This is an optimization exercise on Yosys and OpenROAD, whose aim is small area, not a production implementation. In this exercise RTL edits were held to simulation tests only and were not proved equivalent to the original. No activity file was given, so power comes from the tool's default toggle rates.

==> flow/design.v (outline; a module is shown in full before it is edited, if it fits) <==
// module goStickMan: 1128 lines
// module hexd: 9 lines
module goStickMan(clk, resetn, go, up, down, plot, x, y, colour, HEX2, HEX1, HEX0);
  // ...
==> flow/run.sh <==
#!/bin/bash
# synth_recipe.tcl (not shown) runs the flow's synth.tcl, then flattens the netlist and writes it again
# the make line also repeats each setting of config.mk as NAME=value (left out here)
make -C /OpenROAD-flow-scripts/flow DESIGN_CONFIG=/design/flow/config.mk WORK_HOME=/design/flow/orfs CLKGATE_MAP_FILE= SYNTH_SCRIPT=/design/flow/synth_recipe.tcl finish
==> flow/config.mk <==
export PLATFORM = sky130hd
export DESIGN_NAME = goStickMan
export DESIGN_NICKNAME = goStickMan
export VERILOG_FILES = /design/flow/design.v
export SDC_FILE = /design/flow/constraint.sdc
export NUM_CORES = 8
export LEC_CHECK = 0
export CAP_MARGIN = 20
export CORE_MARGIN = 2
export CORE_UTILIZATION = 30
export SLEW_MARGIN = 20
==> flow/constraint.sdc <==
create_clock -name core_clock -period 20.0 [get_ports {clk}]
set_input_delay 4.0000 -clock core_clock [delete_from_list [all_inputs] [get_ports {clk}]]
set_output_delay 4.0000 -clock core_clock [all_outputs]
set_load 0.01 [all_outputs]
==> flow_summary.ini, run 1 <==
[status]
tool.error = ERROR: TCL interpreter returned an error: Source files actually used in the design:
status = did not finish
stop_stage = synthesis (1_2_yosys)

[synthesis]
yosysWarnings = 1
==> inputs of run 2 (changes only) <==
==> flow/design.v (replaced) <==
module goStickMan(clk, resetn, go, up, down, plot, x, y, colour, HEX2, HEX1, HEX0);
  input clk;
  input resetn;
  input go, up, down;
  output reg plot;
  output reg [7:0] x;
  output reg [6:0] y;
  output [2:0] colour;
  output [6:0] HEX2, HEX1, HEX0;
  function [42:0] romH;
    input [9:0] i;
    case (i)
      10'd48: romH = 43'd267911169;
      10'd49: romH = 43'd134742178;
      10'd50: romH = 43'd143130786;
      10'd51: romH = 43'd143130786;
      10'd52: romH = 43'd260571298;
      10'd54: romH = 43'd267911458;
      10'd55: romH = 43'd134742178;
      10'd56: romH = 43'd134742178;
      10'd57: romH = 43'd134742178;
      10'd58: romH = 43'd267911330;
      10'd61: romH = 43'd234357154;
      10'd64: romH = 43'd150471074;
      10'd65: romH = 43'd143130786;
      10'd66: romH = 43'd143130786;
      10'd67: romH = 43'd143130786;
      10'd68: romH = 43'd260571298;
      10'd70: romH = 43'd524578;
      10'd71: romH = 43'd524434;
      10'd72: romH = 43'd267911314;
      10'd73: romH = 43'd524450;
      10'd74: romH = 43'd524434;
      10'd76: romH = 43'd267911442;
      10'd78: romH = 43'd267911458;
      10'd79: romH = 43'd134742178;
      10'd80: romH = 43'd134742178;
      10'd81: romH = 43'd134742178;
      10'd82: romH = 43'd134742178;
      10'd84: romH = 43'd267911458;
      10'd85: romH = 43'd20971682;
      10'd86: romH = 43'd35651740;
      10'd87: romH = 43'd68157598;
      10'd88: romH = 43'd134742176;
      10'd89: romH = 43'd8388770;
      10'd90: romH = 43'd8388762;
      10'd91: romH = 43'd8388762;
      10'd94: romH = 43'd267387290;
      10'd95: romH = 43'd524450;
      10'd96: romH = 43'd133169298;
      10'd97: romH = 43'd134217888;
      10'd98: romH = 43'd133169314;
      10'd99: romH = 43'd524448;
      10'd100: romH = 43'd267387026;
      10'd102: romH = 43'd266338594;
      10'd103: romH = 43'd17825954;
      10'd104: romH = 43'd17301660;
      10'd105: romH = 43'd17825948;
      10'd106: romH = 43'd266338460;
      10'd108: romH = 43'd267911458;
      10'd109: romH = 43'd524450;
      10'd110: romH = 43'd66060434;
      10'd111: romH = 43'd67109022;
      10'd112: romH = 43'd267911328;
      10'd138: romH = 43'd6597069766657;
      10'd139: romH = 43'd1649468768448;
      10'd140: romH = 43'd412619358396;
      10'd141: romH = 43'd103364960440;
      10'd142: romH = 43'd26315595956;
      10'd143: romH = 43'd8589418672;
      10'd144: romH = 43'd26852466860;
      10'd145: romH = 43'd6631455203504;
      10'd146: romH = 43'd1718020980928;
      10'd147: romH = 43'd412383969468;
      10'd268: romH = 43'd507905;
      10'd269: romH = 43'd8246857834640;
      10'd270: romH = 43'd541711671488;
      10'd271: romH = 43'd8589418680;
      10'd272: romH = 43'd6622848491692;
      10'd273: romH = 43'd2165184143552;
      10'd274: romH = 43'd537379004;
      10'd395: romH = 43'd1048577;
      10'd396: romH = 43'd19120276;
      10'd397: romH = 43'd44310684;
      10'd398: romH = 43'd77865118;
      10'd399: romH = 43'd8134816;
      10'd400: romH = 43'd77865112;
      10'd401: romH = 43'd44310688;
      10'd402: romH = 43'd19120286;
      10'd403: romH = 43'd1048732;
      10'd523: romH = 43'd549755813889;
      10'd524: romH = 43'd290984034490;
      10'd525: romH = 43'd1254667321528;
      10'd526: romH = 43'd2835215286460;
      10'd527: romH = 43'd4931159326910;
      10'd528: romH = 43'd636192030912;
      10'd529: romH = 43'd1185947844794;
      10'd530: romH = 43'd2283848859836;
      10'd531: romH = 43'd4466765988030;
      10'd702: romH = 43'd137376036865;
      10'd703: romH = 43'd68788684980;
      10'd704: romH = 43'd68788684980;
      10'd705: romH = 43'd68788750516;
      10'd706: romH = 43'd68788750516;
      10'd707: romH = 43'd68788750516;
      10'd708: romH = 43'd137375975604;
      10'd712: romH = 43'd17116946996;
      10'd713: romH = 43'd17179938990;
      10'd714: romH = 43'd34359806128;
      10'd715: romH = 43'd68719543474;
      10'd716: romH = 43'd34359806132;
      10'd717: romH = 43'd17179938994;
      10'd718: romH = 43'd17116946608;
      10'd722: romH = 43'd4190766;
      10'd723: romH = 43'd137371846806;
      10'd724: romH = 43'd70934071476;
      10'd725: romH = 43'd70936162484;
      10'd726: romH = 43'd70936166580;
      10'd727: romH = 43'd70936162484;
      10'd728: romH = 43'd70934071476;
      10'd729: romH = 43'd70934071476;
      10'd730: romH = 43'd4190388;
      10'd734: romH = 43'd137376037398;
      10'd735: romH = 43'd6511724724;
      10'd736: romH = 43'd10806692012;
      10'd737: romH = 43'd19396626606;
      10'd738: romH = 43'd36576495792;
      10'd739: romH = 43'd69929601202;
      10'd740: romH = 43'd69526948020;
      default: romH = 43'd0;
    endcase
  endfunction
  function [27:0] romS;
    input [4:0] i;
    case (i)
      5'd11: romS = 28'd23553;
      5'd12: romS = 28'd21640;
      5'd13: romS = 28'd29832;
      5'd15: romS = 28'd32008;
      5'd16: romS = 28'd17544;
      5'd17: romS = 28'd17544;
      5'd19: romS = 28'd32008;
      5'd20: romS = 28'd17544;
      5'd21: romS = 28'd31880;
      5'd23: romS = 28'd32008;
      5'd24: romS = 28'd13448;
      5'd25: romS = 28'd23686;
      5'd27: romS = 28'd32008;
      5'd28: romS = 28'd21640;
      5'd29: romS = 28'd21640;
      default: romS = 28'd0;
    endcase
  endfunction
  function [27:0] romD;
    input [8:0] i;
    case (i)
      9'd0: romD = 28'd133693441;
      9'd1: romD = 28'd134480032;
      9'd2: romD = 28'd134480034;
      9'd3: romD = 28'd134480034;
      9'd4: romD = 28'd133693602;
      9'd8: romD = 28'd133693441;
      9'd9: romD = 28'd134480032;
      9'd10: romD = 28'd134480034;
      9'd11: romD = 28'd134480034;
      9'd12: romD = 28'd133693602;
      9'd16: romD = 28'd133693441;
      9'd17: romD = 28'd134480032;
      9'd18: romD = 28'd134480034;
      9'd19: romD = 28'd134480034;
      9'd20: romD = 28'd133693602;
      9'd33: romD = 28'd134742017;
      9'd34: romD = 28'd268173474;
      9'd35: romD = 28'd134217890;
      9'd42: romD = 28'd268173313;
      9'd49: romD = 28'd134742017;
      9'd50: romD = 28'd268173474;
      9'd51: romD = 28'd134217890;
      9'd64: romD = 28'd201850881;
      9'd65: romD = 28'd168034466;
      9'd66: romD = 28'd151257250;
      9'd67: romD = 28'd142868642;
      9'd68: romD = 28'd209191074;
      9'd72: romD = 28'd201850881;
      9'd73: romD = 28'd168034466;
      9'd74: romD = 28'd151257250;
      9'd75: romD = 28'd142868642;
      9'd76: romD = 28'd209191074;
      9'd80: romD = 28'd201850881;
      9'd81: romD = 28'd168034466;
      9'd82: romD = 28'd151257250;
      9'd83: romD = 28'd142868642;
      9'd84: romD = 28'd209191074;
      9'd97: romD = 28'd262145;
      9'd98: romD = 28'd4194448;
      9'd104: romD = 28'd67633153;
      9'd105: romD = 28'd134480032;
      9'd106: romD = 28'd138674338;
      9'd107: romD = 28'd138674338;
      9'd108: romD = 28'd129499298;
      9'd112: romD = 28'd67633153;
      9'd113: romD = 28'd134480032;
      9'd114: romD = 28'd138674338;
      9'd115: romD = 28'd138674338;
      9'd116: romD = 28'd129499298;
      9'd128: romD = 28'd16515073;
      9'd129: romD = 28'd8388762;
      9'd130: romD = 28'd8388762;
      9'd131: romD = 28'd268173466;
      9'd132: romD = 28'd8388770;
      9'd136: romD = 28'd16515073;
      9'd137: romD = 28'd8388762;
      9'd138: romD = 28'd8388762;
      9'd139: romD = 28'd268173466;
      9'd140: romD = 28'd8388770;
      9'd144: romD = 28'd16515073;
      9'd145: romD = 28'd8388762;
      9'd146: romD = 28'd8388762;
      9'd147: romD = 28'd268173466;
      9'd148: romD = 28'd8388770;
      9'd160: romD = 28'd142344193;
      9'd161: romD = 28'd138674338;
      9'd162: romD = 28'd138674338;
      9'd163: romD = 28'd138674338;
      9'd164: romD = 28'd126091426;
      9'd168: romD = 28'd142344193;
      9'd169: romD = 28'd138674338;
      9'd170: romD = 28'd138674338;
      9'd171: romD = 28'd138674338;
      9'd172: romD = 28'd126091426;
      9'd176: romD = 28'd142344193;
      9'd177: romD = 28'd138674338;
      9'd178: romD = 28'd138674338;
      9'd179: romD = 28'd138674338;
      9'd180: romD = 28'd126091426;
      9'd192: romD = 28'd133693441;
      9'd193: romD = 28'd138674336;
      9'd194: romD = 28'd138674338;
      9'd195: romD = 28'd138674338;
      9'd196: romD = 28'd126353570;
      9'd200: romD = 28'd133693441;
      9'd201: romD = 28'd138674336;
      9'd202: romD = 28'd138674338;
      9'd203: romD = 28'd138674338;
      9'd204: romD = 28'd126353570;
      9'd208: romD = 28'd133693441;
      9'd209: romD = 28'd138674336;
      9'd210: romD = 28'd138674338;
      9'd211: romD = 28'd138674338;
      9'd212: romD = 28'd126353570;
      9'd224: romD = 28'd786433;
      9'd225: romD = 28'd262290;
      9'd226: romD = 28'd260309136;
      9'd227: romD = 28'd4456610;
      9'd228: romD = 28'd3932312;
      9'd232: romD = 28'd786433;
      9'd233: romD = 28'd262290;
      9'd234: romD = 28'd260309136;
      9'd235: romD = 28'd4456610;
      9'd236: romD = 28'd3932312;
      9'd240: romD = 28'd786433;
      9'd241: romD = 28'd262290;
      9'd242: romD = 28'd260309136;
      9'd243: romD = 28'd4456610;
      9'd244: romD = 28'd3932312;
      9'd256: romD = 28'd129499137;
      9'd257: romD = 28'd138674336;
      9'd258: romD = 28'd138674338;
      9'd259: romD = 28'd138674338;
      9'd260: romD = 28'd129499298;
      9'd264: romD = 28'd129499137;
      9'd265: romD = 28'd138674336;
      9'd266: romD = 28'd138674338;
      9'd267: romD = 28'd138674338;
      9'd268: romD = 28'd129499298;
      9'd272: romD = 28'd129499137;
      9'd273: romD = 28'd138674336;
      9'd274: romD = 28'd138674338;
      9'd275: romD = 28'd138674338;
      9'd276: romD = 28'd129499298;
      9'd288: romD = 28'd74973185;
      9'd289: romD = 28'd142868640;
      9'd290: romD = 28'd142868642;
      9'd291: romD = 28'd142868642;
      9'd292: romD = 28'd133693602;
      9'd296: romD = 28'd74973185;
      9'd297: romD = 28'd142868640;
      9'd298: romD = 28'd142868642;
      9'd299: romD = 28'd142868642;
      9'd300: romD = 28'd133693602;
      9'd304: romD = 28'd74973185;
      9'd305: romD = 28'd142868640;
      9'd306: romD = 28'd142868642;
      9'd307: romD = 28'd142868642;
      9'd308: romD = 28'd133693602;
      default: romD = 28'd0;
    endcase
  endfunction
  function [8:0] digstart;
    input [3:0] i;
    case (i)
      4'd0: digstart = 9'd5;
      4'd1: digstart = 9'd165;
      4'd2: digstart = 9'd93;
      4'd3: digstart = 9'd144;
      4'd4: digstart = 9'd13;
      4'd5: digstart = 9'd9;
      4'd6: digstart = 9'd5;
      4'd7: digstart = 9'd161;
      4'd8: digstart = 9'd290;
      4'd9: digstart = 9'd5;
      default: digstart = 9'd0;
    endcase
  endfunction
  function [6:0] digfirst;
    input [3:0] i;
    case (i)
      4'd0: digfirst = 7'd72;
      4'd1: digfirst = 7'd57;
      4'd2: digfirst = 7'd73;
      4'd3: digfirst = 7'd72;
      4'd4: digfirst = 7'd69;
      4'd5: digfirst = 7'd72;
      4'd6: digfirst = 7'd72;
      4'd7: digfirst = 7'd67;
      4'd8: digfirst = 7'd72;
      4'd9: digfirst = 7'd72;
      default: digfirst = 7'd0;
    endcase
  endfunction
  localparam P_W = 3'd0, P_R1 = 3'd1, P_R2 = 3'd2, P_J = 3'd3, P_S = 3'd4, P_E = 3'd5;
  localparam PH_PRE = 2'd0, PH_DRAW = 2'd1, PH_PCLR = 2'd3, PH_CLR = 2'd2;
  reg [2:0] pose;
  reg [1:0] ph;
  reg hold;
  reg [3:0] seg;      
  reg [1:0] pass;     
  reg [9:0] j;        
  reg [11:0] score;
  reg [4:0] b;        
  reg [3:0] fl;       
  reg [3:0] lfsr;
  assign colour = {3{ph[0]}};
  wire game = (pose == P_R1) | (pose == P_R2) | (pose == P_J) | (pose == P_S);
  wire active = (ph == PH_DRAW || ph == PH_CLR) && !hold;
  wire low = (seg[3:2] == 2'b00);                  
  wire [6:0] base = low ? 7'd7 : 7'd47;
  wire [5:0] yr = y - base;
  function [3:0] nib; input [1:0] s; input [11:0] sc;
    nib = (s == 2'd1) ? sc[3:0] : (s == 2'd2) ? sc[7:4] : sc[11:8];
  endfunction
  function [2:0] dbase; input [1:0] s;   
    dbase = (s == 2'd1) ? 3'd0 : (s == 2'd2) ? 3'd2 : 3'd4;
  endfunction
  function [7:0] dbx; input [1:0] s;
    dbx = (s == 2'd1) ? 8'd152 : (s == 2'd2) ? 8'd146 : 8'd140;
  endfunction
  wire [3:0] dcur = nib(seg[1:0], score);
  wire [2:0] col = x[2:0] - dbase(seg[1:0]);
  reg [42:0] t;
  always @(*) begin
    if (!low) t = romH({pose, x[6:0]});
    else if (seg[1:0] == 2'd0) t = {15'd0, romS(x[4:0])};
    else t = {15'd0, romD({dcur, pass, col})};
  end
  wire [32:0] m = t[42:10];
  wire [2:0] dxn = t[9:7];
  wire [5:0] ytn = t[6:1];
  wire last = t[0];
  reg [32:0] lm;
  integer k;
  always @(*) for (k = 0; k < 33; k = k + 1) lm[k] = (k < yr);
  wire [32:0] below = m & lm;
  wire any = |below;
  reg [5:0] rn;
  always @(*) begin
    rn = 6'd0;
    for (k = 0; k < 33; k = k + 1) if (below[k]) rn = k;
  end
  wire end_scan = !any & last;
  wire [6:0] sy = base + (any ? rn : ytn);
  wire [7:0] sx = any ? x : x - {5'd0, dxn};
  wire [1:0] bj = 2'd0 - seg[1:0];                  
  wire col_end = (x[2:0] == {b[1:0], 1'b0});
  wire row_end = (y[3:0] == (fl[bj] ? 4'd8 : 4'd1));
  wire blkseg = (seg >= 4'd5) && (seg <= 4'd8);
  wire wrap = low && (seg[1:0] != 2'd0) && (pass != 2'd2);
  wire seg_end = (seg >= 4'd9) || (blkseg ? (col_end & row_end) : (end_scan & !wrap));
  wire frame_end = (seg == 4'd4 && pose == P_W && x == 8'd48 && y == 7'd57) ||
                   (seg == 4'd4 && pose == P_E && x == 8'd62 && y == 7'd49) ||
                   (seg == 4'd8 && row_end && x[2:0] == {b[1:0], 1'b1});
  wire [3:0] nseg = (seg == 4'd9) ? 4'd0 : (seg == 4'd10) ? 4'd4 : seg + 4'd1;
  wire [3:0] dnext = nib(nseg[1:0], score);
  wire [8:0] ds = digstart(dnext);
  wire [6:0] df = digfirst(dcur);
  wire [1:0] nbj = 2'd0 - nseg[1:0];
  reg [7:0] nx; reg [6:0] ny; reg [1:0] npass;
  always @(*) begin
    npass = pass;
    if (seg_end) begin
      case (nseg)
        4'd0: begin nx = 8'd157; ny = 7'd11; end
        4'd1, 4'd2, 4'd3: begin nx = dbx(nseg[1:0]) + ds[8:6]; ny = 7'd15 + ds[5:2]; npass = ds[1:0]; end
        4'd4:
          case (pose)
            P_W: begin nx = 8'd112; ny = 7'd64; end
            P_R1: begin nx = 8'd19; ny = 7'd75; end
            P_R2: begin nx = 8'd18; ny = 7'd66; end
            P_J: begin nx = 8'd19; ny = 7'd57; end
            P_S: begin nx = 8'd19; ny = 7'd79; end
            default: begin nx = 8'd100; ny = 7'd73; end
          endcase
        4'd5: begin nx = {b, 1'b0} + 8'd124; ny = fl[3] ? 7'd54 : 7'd79; end
        default: begin nx = x - 8'd36; ny = fl[nbj] ? 7'd54 : 7'd79; end
      endcase
    end else if (blkseg) begin
      if (col_end) begin nx = x + 8'd4; ny = y - 7'd1; end
      else begin nx = x - 8'd1; ny = y; end
    end else if (end_scan) begin  
      npass = pass + 2'd1;
      if (pass == 2'd0) begin nx = dbx(seg[1:0]) + 8'd1; ny = 7'd24; end
      else begin nx = dbx(seg[1:0]) + df[6:4]; ny = 7'd15 + df[3:0]; end
    end else begin nx = sx; ny = sy; end
  end
  wire collide = game & (ph == PH_CLR) & (b >= 5'd4) & (b <= 5'd9) & (fl[0] ? (pose != P_S) : (pose != P_J));
  reg [2:0] npose; reg [1:0] nph; reg nhold; reg [3:0] nsg; reg [9:0] nj;
  always @(*) begin
    npose = pose; nph = ph; nhold = hold; nj = 10'd0;
    nsg = (active && seg_end) ? nseg : seg;
    case (ph)
      PH_PRE: begin nph = PH_DRAW; nsg = (pose == P_W) ? 4'd10 : 4'd9; nhold = 1'b0; end
      PH_DRAW: begin
        if (pose == P_W) begin
          if (hold) begin
            nj = j + 10'd1;
            if (j == 10'd213) begin
              nj = 10'd0;
              if (go) begin nph = PH_PCLR; nhold = 1'b0; end
            end
          end else if (frame_end) begin
            if (go) nph = PH_PCLR;
            else nhold = 1'b1;
          end
        end else if (frame_end) nph = PH_PCLR;
      end
      PH_PCLR: begin
        nsg = (pose == P_W) ? 4'd10 : 4'd9;
        if (pose == P_W) begin if (!go) nph = PH_CLR; end
        else if (pose == P_E) begin if (go) nph = PH_CLR; end
        else begin
          nj = j + 10'd1;
          if (j == 10'd600) nph = PH_CLR;
        end
      end
      default: begin  
        if (pose == P_E) begin
          if (hold) begin
            nj = j + 10'd1;
            if (j == 10'd365) begin
              nj = 10'd0;
              if (!go) begin npose = P_W; nph = PH_PRE; nhold = 1'b0; end
            end
          end else if (frame_end) begin
            if (!go) begin npose = P_W; nph = PH_PRE; end
            else nhold = 1'b1;
          end
        end else if (frame_end) begin
          nph = PH_PRE;
          if (pose == P_W) npose = P_R1;
          else if (collide) npose = P_E;
          else if (up) npose = P_J;
          else if (down) npose = P_S;
          else if (pose == P_R1) npose = P_R2;
          else npose = P_R1;
        end
      end
    endcase
  end
  always @(posedge clk) begin
    if (!resetn) begin
      pose <= P_W; ph <= PH_PRE;
    end else begin
      pose <= npose; ph <= nph;
    end
    hold <= nhold; seg <= nsg; j <= nj;
    if (active) begin x <= nx; y <= ny; pass <= npass; end
  end
  always @(posedge clk) begin
    if (!resetn) plot <= 1'b0;
    else plot <= (ph == PH_DRAW) | (ph == PH_CLR) | (ph == PH_PCLR && pose == P_W);
  end
  wire score_inc = game & (ph == PH_CLR) & frame_end & !collide & (b < 5'd3);
  always @(posedge clk) begin
    if (!resetn || (pose == P_W && ph == PH_DRAW)) score <= 12'd0;
    else if (score_inc) begin
      score[3:0] <= score[3:0] + 4'd1;
      if (score[3:0] == 4'd9) begin score[7:4] <= score[7:4] + 4'd1; score[3:0] <= 4'd0; end
      if (score[7:4] == 4'd9) begin score[7:4] <= 4'd0; score[11:8] <= score[11:8] + 4'd1; end
      if (score[11:8] == 4'd9) score[11:8] <= 4'd0;
    end
  end
  wire brst = !resetn || (pose == P_W && (ph == PH_PRE || ph == PH_DRAW));
  always @(posedge clk) begin
    if (brst) begin
      b <= 5'd25; fl <= 4'b1010; lfsr <= 4'd0;
    end else begin
      lfsr <= {lfsr[2:0], ~(lfsr[3] ^ lfsr[2])};
      if (game && ph == PH_PRE) begin
        if (b < 5'd3) begin b <= b + 5'd17; fl <= {lfsr[0], fl[3:1]}; end
        else b <= b - 5'd3;
      end
    end
  end
  hexd H2(score[11:8], HEX2);
  hexd H1(score[7:4], HEX1);
  hexd H0(score[3:0], HEX0);
endmodule
module hexd(input [3:0] in, output [6:0] out);
    assign out[0] = (~in[3] & ~in[2] & ~in[1] & in[0]) | (~in[3] & in[2] & ~in[1] & ~in[0]) | (in[3] & ~in[2] & in[1] & in[0]) | (in[3] & in[2] & ~in[1] & in[0]);
    assign out[1] = (~in[3] & in[2] & (in[1] ^ in[0]) ) | (in[3] & in[2] & (in[1] | ~in[0])) | (in[3] & in[1] & in[0]);
    assign out[2] = (in[3] & in[2] & (in[1] | ~in[0]))  |   (~(in[3] ^ in[2]) & in[1] & ~in[0]);
    assign out[3] =  (~in[2] & ~in[1] & in[0]) | (~in[3] & in[2] & ~(in[1] ^ in[0])) |(in[2] & in[1] & in[0]) | (in[3] & ~in[2] & (in[1] ^ in[0]));
    assign out[4] =  (~in[3] & in[0]) | (~in[3] & in[2] & ~in[1] & ~in[0]) | (in[3] & ~in[2] & ~in[1] & in[0]);
    assign out[5] =  (~in[3] & ~in[2] & (in[1] | in[0])) |  (~ in[3] & in[1] & in[0]) | (~(in[3] ^ in[2] ) & ~in[1] & in[0]);
    assign out[6] = (~in[3] & ~in[2] & ~in[1]) | (~in[3] & in[2] & in[1] & in[0]) | (in[3] & in[2] & ~in[1] & ~in[0]);
endmodule
--- a/flow/config.mk
+++ b/flow/config.mk
@@ -4,8 +4,9 @@
 export VERILOG_FILES = /design/flow/design.v
 export SDC_FILE = /design/flow/constraint.sdc
 export NUM_CORES = 8
 export LEC_CHECK = 0
 export CAP_MARGIN = 20
 export CORE_MARGIN = 2
 export CORE_UTILIZATION = 30
 export SLEW_MARGIN = 20
+export SYNTH_MEMORY_MAX_BITS = 1048576
==> flow_summary.ini, run 2 <==
[global_routing]
grt_pass1_wl_um = 92200
grt_start_max_net_pins = 42
antenna_found_initial = 0
grt_pass1_vias = 14162
gr-total-overflow = 0
grt_use_total_pct = 27.6

[timing]
fin_crit_ps = 7720
hold_slack_ps = 438
final.setup_skew_ps = 16.1
slew_violations = 0
period_share_pct = 38.6
hold_viol_final = 0
fmax_ghz = 0.130
rsz0062_at_grt = false
fin_setup_tns_ps = 0
setup_viol = 0
slew_headroom_pct = 21.8
tightest_slew_ps = 1140

[place]
dpl.cell_count = 2320
dp_hpwl_um = 48300
portBuffers = 44
gp_congestion = 1.04
place_area_sq_um = 13400

[drt]
routedWlPerCell_um = 26.8
wirelength_um = 62500
num_vias = 15368
drt-initial-drc-count = 2319
drcViolationCount = 0
drtAntennaViolNets = 0
drtPass1Iterations = 6
vias_per_cell = 6.58

[final_layout]
layout_commonest_cell = nor2_1
design_area_sq_um = 13700
n_antenna_cell = 0
nNetsFinal = 1891
drive_above_1_share_pct = 5.82
final_cells = 2336
syn2layout_area_growth_pct = 8.73
fillers = 4521
final_cell_mix = nor2_1 (186), nand2_1 (175), a21oi_1 (134), o21ai_0 (114), ha_1 (84)

[cts]
clk-insertion-delay-late_ps = 350
tritoncts = built
cts.repair.resized = 0
cts.sink_count = 73
cts_buffer_depth = 2
cts_buffers = 9
hold_buffers = 0
root_buffer = clkbuf_16
clk_pin_slew_ps = 70
cts_max_level = 3
post-cts-setup-buffer-count = 0

[synthesis]
yosys-top-cells-count = nor2_1 (187), nand2_1 (175), a21oi_1 (134), o21ai_0 (114), ha_1 (84)
synth_area_leaders = ha_1 (8.4%), dfxtp_1 (8.1%), nor2_1 (5.6%)
synth_fp_nets = 1929
synth_seq_area_share_pct = 13.4
synth_area_sq_um = 12600
synth_top_area_cell = ha_1
ys_async_sr_fraction_pct = 0
yosysWarnings = 1
muxShareOfSynthArea_pct = 2.47
synth-compound-area-share_pct = 33.3
synth_cell_types = 112
synth-seq-cells = 73
synth-simple-area-share_pct = 31.6
syn_area_per_cell_sq_um = 6.84
synth_edf_count = 22
synthAdderAreaFrac_pct = 8.92
synth_top_family_by_area = compound AO/OA/AOI/OAI gates
syn_inst = 1837
synth_top_area_share_pct = 8.36
synthXorXnorAreaFrac_pct = 3.94
yosysMostFrequentCell = nor2_1
yosys_most_used_dff = dfxtp_1

[floorplanning]
ioPinCount = 45
design.die.area_sq_um = 43500
die_h_um = 209
die_x_um = 209
num_rows = 74
fp.coreArea_sq_um = 41100
start_util_pct = 30.6

[setup_path]
crit_family = simple AND/OR/NAND/NOR gates
crit_path_end_kind = flop
critPathArrivalTime_ps = 7980
slowest_delay_ps = 800
start_kind = flop
path_max_fanout = 28
crit_type = flop to flop
crit_chain = or2_2 -> inv_1 -> ha_1 -> and4_1 -> o22ai_1 -> nand2_1 -> nand2_2 -> a21oi_1 -> nor3_1 -> or4_1 -> nor4bb_1 -> buf_4 -> and3_1 -> nor2_2 -> nor2_1 -> o31ai_2 -> ha_1 -> inv_1 -> nor3_1 -> a21oi_1 -> o221ai_1
slowest_stage = nor2_2
required_ps = 20260
cp_num_buf_inv = 3

[worst_hold_path]
min_path_type = flop to flop

[status]
status = no timing/DRC/antenna violations

[pwr]
leakage_nw = 5.03
vdd_drop_max_uv = 105
cellPowerDensity_nw_per_um2 = 196

[flow_run]
drv_cap = 0
-- run 2: area by class of cell --
type	count	area (sq um)	share of cell area (%)
Clock buffer	10	239	1.75
Tap cell	532	666	4.87
Sequential cell	73	1680	12.3
Multi-Input combinational cell	1574	10100	73.9
Clock inverter	6	56.3	0.412
Inverter	67	256	1.88
Timing Repair Buffer	74	666	4.87
-- run 2: path summary, 6_finish.rpt --
check                           startpoint      end  slack [ps]  cells past startpoint
worst max-delay path                seg[2]     flop       12280                     21
worst min-delay path               lfsr[1]  lfsr[2]         440                      1
worst max register to register      seg[2]     flop       12280                     21
worst min register to register     lfsr[1]  lfsr[2]         440                      1
-- run 2: cells by family after synthesis --
group	after synthesis
xor gates and xnor gates	55
muxes	29
DFF	73
buffers and inverters	190
adders and majority gates	88
and+or+nand+nor	779
AOI/OAI and AO/OA	623
-- run 2: metal layers --
| layer | GRT usage, % | part of all wire [%] | wire length, um |
|---|---|---|---|
| met5 | 0 | 0 | 0 |
| met2 | 43.9 | 44 | 27800 |
| met3 | 3.59 | 9.3 | 5790 |
| met4 | 13.4 | 5.4 | 3350 |
| met1 | 36.8 | 41 | 25600 |
-- run 2: through the flow --
stage	total power, W	setup slack (ps)	utilization, %
final	0.00267	12280	33.2
after global routing	0.00283	11870	33.2
after CTS	0.00259	12470	33.2
after detailed placement	0.00241	12530	32.5
after global placement	0.00244	12690	32.5
after floorplan	0.00176	14100	-
-- run 2: where the power goes --
part	leakage (nW)	internal (W)	switching [W]
Combinational	4.26	0.000722	0.00148
Clock	0.152	0.0000992	0.0000661
Sequential	0.623	0.000219	0.0000872
Total	5.03	0.00104	0.00163

static timing again, ports no longer ideal:
The results above use ideal ports. As a check the final layout listed here was re-extracted and re-timed, cells and wires unchanged. Step 1 assumes that a clkbuf_16 drives the clock port and a buf_2 every other input. Step 2 times the ports against the registers' clock, not the clock port: input delays grow and output delays shrink by t, the midpoint of the rising clock arrivals with the driver on. Three values: ideal ports, drivers, drivers and shift; two values: the first two.
run: run 2
t, ns: 0.384
slack for setup (ns): 12.281 / 12.281 / 12.281
hold WS [ns]: 0.438 / 0.438 / 0.438
worst setup path after step 2: register to register
worst register clock-pin slew, ns: 0.07 / 0.07
After both steps run 2 still meets setup and hold. For run 2, drivers alone change the setup slack by 0.000 ns; drivers and shift together by 0.000 ns.
